This design comes from an exercise in tuning for small area, a short achievable clock period and few clock cycles on the open sky130 flow, not from production work. RTL that was checked went through simulation tests only; none was proved equivalent to the original. Power figures rest on the tool's default switching activity, not on a simulated workload.

## np_read_req_gen
module np_read_req_gen(
    input         clk,
    input         rst,
    input         transferstart,
    input         rd_dma_start_one,
    input  [63:0] dmaras,
    input  [31:0] dmarad,
    input  [31:0] dmarxs,
    input         rd_TX_des_start_one,
    input  [63:0] TX_des_addr,
    input  [2:0]  read_req_size,
    input  [15:0] req_id,
    input  [31:0] completion_pending,
    output        ready,
    output        non_posted_fifo_wren,
    output [63:0] non_posted_fifo_data,
    output [4:0]  tx_waddr,
    output [31:0] tx_wdata,
    output        tx_we
    );
For scale: ~1,500 cells after synthesis, roughly 350 I/O pins, ~13,000 um^2 of cells after synthesis.
==> flow/config.mk <==
export PLATFORM = sky130hd
export DESIGN_NAME = np_read_req_gen
export DESIGN_NICKNAME = np_read_req_gen
export VERILOG_FILES = /design/flow/design.v
export SDC_FILE = /design/flow/constraint.sdc
export NUM_CORES = 4
export LEC_CHECK = 0
export ABC_CLOCK_PERIOD_IN_PS = 2000
export CAP_MARGIN = 20
export CORE_MARGIN = 2
export CORE_UTILIZATION = 40
export PLACE_DENSITY = 0.6
export SETUP_SLACK_MARGIN = 2.0
export SLEW_MARGIN = 20
==> flow/constraint.sdc <==
create_clock -name core_clock -period 4.5 [get_ports {clk}]
set_input_delay 0.9000 -clock core_clock [delete_from_list [all_inputs] [get_ports {clk}]]
set_output_delay 0.9000 -clock core_clock [all_outputs]
set_load 0.01 [all_outputs]
standard.sh (not shown) runs the stock make flow with config.mk's settings and CLKGATE_MAP_FILE= SYNTH_SCRIPT=/design/flow/synth_recipe.tcl, a recipe that flattens the netlist after the stock synthesis.
==> flow/flow/run.sh <==
#!/bin/bash
# Standard layout, with small drive-2 buffers on the ports instead of the default delay buffers.
set -euo pipefail
export BUFFER_PORTS_ARGS="-buffer_cell sky130_fd_sc_hd__buf_2"
bash standard.sh > standard_flow.log 2>&1
Testbench counts at the start, summed over its fixed seeds: cycles 52,910.
Next try:
ABC_CLOCK_PERIOD_IN_PS = default   (was 2000)
SETUP_SLACK_MARGIN = default   (was 2.0)
The new run finished clean.
Setup slack gets worse by 0.67 ns.
Cell area decreases by 15%.
Non-clock buffer count falls by 106.
Wire length fell by 12%.
Clock power came out lower by about 3%.
Register-to-register slack loses 0.67 ns.
Next try:
==> flow/run.sh (new file) <==
#!/bin/bash
# synth_recipe.tcl (not shown) runs the flow's synth.tcl, then flattens the netlist and writes it again
# the make line also repeats each setting of config.mk as NAME=value (left out here)
make -C /OpenROAD-flow-scripts/flow DESIGN_CONFIG=/design/flow/config.mk WORK_HOME=/design/flow/orfs CLKGATE_MAP_FILE= SYNTH_SCRIPT=/design/flow/synth_recipe.tcl finish
removed: flow/flow/run.sh
removed: flow/standard.sh
What happened:
- The changed run ran to the end with no violations
- total power rose by 4.8%
- fmax rose by 0.36%
- wire length rose by 5.9%
- combinational power rose by 8.8%
- final area rose by 11%
- die area stays the same

* * *

P:
np_read_req_gen, a different RTL version from the one above (not shown whole).
Size in the first run: roughly 1600 cells after synthesis, roughly 180 flip-flops, roughly 350 I/O pins.
// np_read_req_gen
module np_read_req_gen(
    input         clk,
    input         rst,
    input         transferstart,
    input         rd_dma_start_one,
    input  [63:0] dmaras,
    input  [31:0] dmarad,
    input  [31:0] dmarxs,
    input         rd_TX_des_start_one,
    input  [63:0] TX_des_addr,
    input  [2:0]  read_req_size,
    input  [15:0] req_id,
    input  [31:0] completion_pending,
    output        ready,
    output        non_posted_fifo_wren,
    output [63:0] non_posted_fifo_data,
    output [4:0]  tx_waddr,
    output [31:0] tx_wdata,
    output        tx_we
    );
function [11:0] add11(input [10:0] x, input [10:0] y, input cin);
    reg [10:0] g, p, G, P;
    integer l, i, j;
    begin
        g = x & y;
        p = x ^ y;
        G = g;
        P = p;
        G[0] = g[0] | (p[0] & cin);
        for (l = 0; l < 4; l = l + 1)
            for (i = 0; i < 11; i = i + 1)
                if (i & (1 << l)) begin
                    j = ((i >> l) << l) - 1;
                    G[i] = G[i] | (P[i] & G[j]);
                    P[i] = P[i] & P[j];
                end
        add11 = {G[10], p ^ {G[9:0], cin}};
    end
endfunction
function [51:0] pand52(input [51:0] x);
    reg [51:0] s;
    integer l, i, j;
    begin
        s = x;
        for (l = 0; l < 6; l = l + 1)
            for (i = 0; i < 52; i = i + 1)
                if (i & (1 << l)) begin
                    j = ((i >> l) << l) - 1;
                    s[i] = s[i] & s[j];
                end
        pand52 = s;
    end
endfunction
function le11(input [10:0] x, input [10:0] y);
    reg [11:0] r;
    begin
        r = add11(y, ~x, 1'b1);    
        le11 = r[11];
    end
endfunction
  ...
Settings: LEC_CHECK=0, CAP_MARGIN=20, CORE_MARGIN=2, CORE_UTILIZATION=55, PLACE_DENSITY=0.7, SETUP_SLACK_MARGIN=1.8, SLEW_MARGIN=20; clock period 4.5 ns.
==> flow/flow/run.sh <==
#!/bin/bash
# Layout flow: the standard flow (standard.sh) with two changes.
#  1. Synthesis runs the standard script (synth_recipe.tcl) except that ABC maps with
#     flow/abc_delay.script (delay-driven) and adders are not pre-mapped to ripple
#     full/half-adder cells (ADDER_MAP_FILE empty). The registers, their names and cell
#     types are the same as in the standard synthesis.
#  2. Ports get sky130_fd_sc_hd__buf_1 buffers instead of the default delay-buffer cell.
# Each tool's output goes to a log file in this folder (synth.log, standard_flow.log) and
# ORFS's own logs under orfs/logs.
set -euo pipefail
here=$(pwd)
sed 's|^source \$::env(SCRIPTS_DIR)/synth.tcl$|source '"$here"'/flow/synth_delay.tcl|' synth_recipe.tcl > synth_delay_top.tcl
grep -q 'flow/synth_delay.tcl' synth_delay_top.tcl
sed 's|SYNTH_SCRIPT=[^ ]*|SYNTH_SCRIPT='"$here"'/synth_delay_top.tcl|' standard.sh > standard_delay.sh
grep -q 'synth_delay_top.tcl' standard_delay.sh
MY_ABC_SCRIPT=$here/flow/abc_delay.script ADDER_MAP_FILE= bash standard_delay.sh synth > synth.log 2>&1
export BUFFER_PORTS_ARGS="-buffer_cell sky130_fd_sc_hd__buf_1"
bash standard.sh > standard_flow.log 2>&1
==> flow/flow/abc_delay.script <==
strash
dch
map -D 1500
buffer -p
upsize -D 1500
dnsize -D 1500
stime -p
==> flow/flow/synth_delay.tcl <==
# ORFS's synth.tcl, with its ABC call given flow/abc_delay.script (a delay-driven mapping)
# in place of the platform's default ABC script. Everything else is unchanged.
set f [open $::env(SCRIPTS_DIR)/synth.tcl]
set txt [read $f]
close $f
set old {log_cmd abc {*}$abc_args}
if {[string first $old $txt] < 0} { error "synth_delay.tcl: ABC call not found in synth.tcl" }
set txt [string map [list $old {log_cmd abc -script $::env(MY_ABC_SCRIPT) {*}[lrange $abc_args 2 end]}] $txt]
uplevel #0 $txt
P: done, clean on timing, DRC and antenna
> inputs changed (P -> S)
Settings: SETUP_SLACK_MARGIN changed from 1.8 to 2.4.
Findings:
A critical path capture point of non_posted_fifo_data[43] is what P shows, while fmt belongs to S. Total of clock buffers placed in the layout in S is 2 lower than in P. Compared to P, the routing of S uses more wire. S: no failed stages, no open violations at the end. Of P and S, S shows the higher area of combinational cells with multiple inputs, with P below it. S reports its timing startpoint of the critical path as a[17] while P reports w2f. Worst hold slack across all endpoints was higher in the run labelled P. Logic gate share of total power was higher in S than in P.
No run of this note included a check of the RTL's function; only the layout flow was run.

-- port drivers added, routing unchanged --
In the flow no input, the clock included, has a driving cell. The finished layouts below were timed again as built, in two steps.
Step 1 sets driving cells, clkbuf_16 on the clock port and buf_2 on the other inputs (assumed; they add their load-dependent delay and slew).
Step 2 times the ports against the registers' clock, not the clock port: input delays grow and output delays shrink by t, the midpoint of the rising clock arrivals with the driver on.
a / b / c = no drivers / after step 1 / after step 2; a / b = the first two.
| run | shift t [ns] | setup slack, ns | worst setup path after step 2 | latest minus earliest clock arrival (ns) | worst slew at a driven data input, ns |
|---|---|---|---|---|---|
| the first run of note 1 | 0.484 | 1.105 / 1.105 / 1.105 | register to register | 0.018 / 0.019 | 0.07 |
| the second run of note 1 | 0.480 | 0.439 / 0.439 / 0.439 | register to register | 0.015 / 0.016 | 0.08 |
| the third run of note 1 | 0.466 | 0.453 / 0.453 / 0.389 | input to register | 0.019 / 0.019 | 0.09 |
| P | 0.472 | 1.869 / 1.822 / 1.640 | input to register | 0.013 / 0.012 | 0.08 |
| S | 0.500 | 1.791 / 1.790 / 1.715 | input to register | 0.019 / 0.020 | 0.09 |
After both steps setup and hold are still met in every run listed. The setup slack of P, which loses most, moves by -0.047 ns with the drivers and by -0.229 ns with both steps.
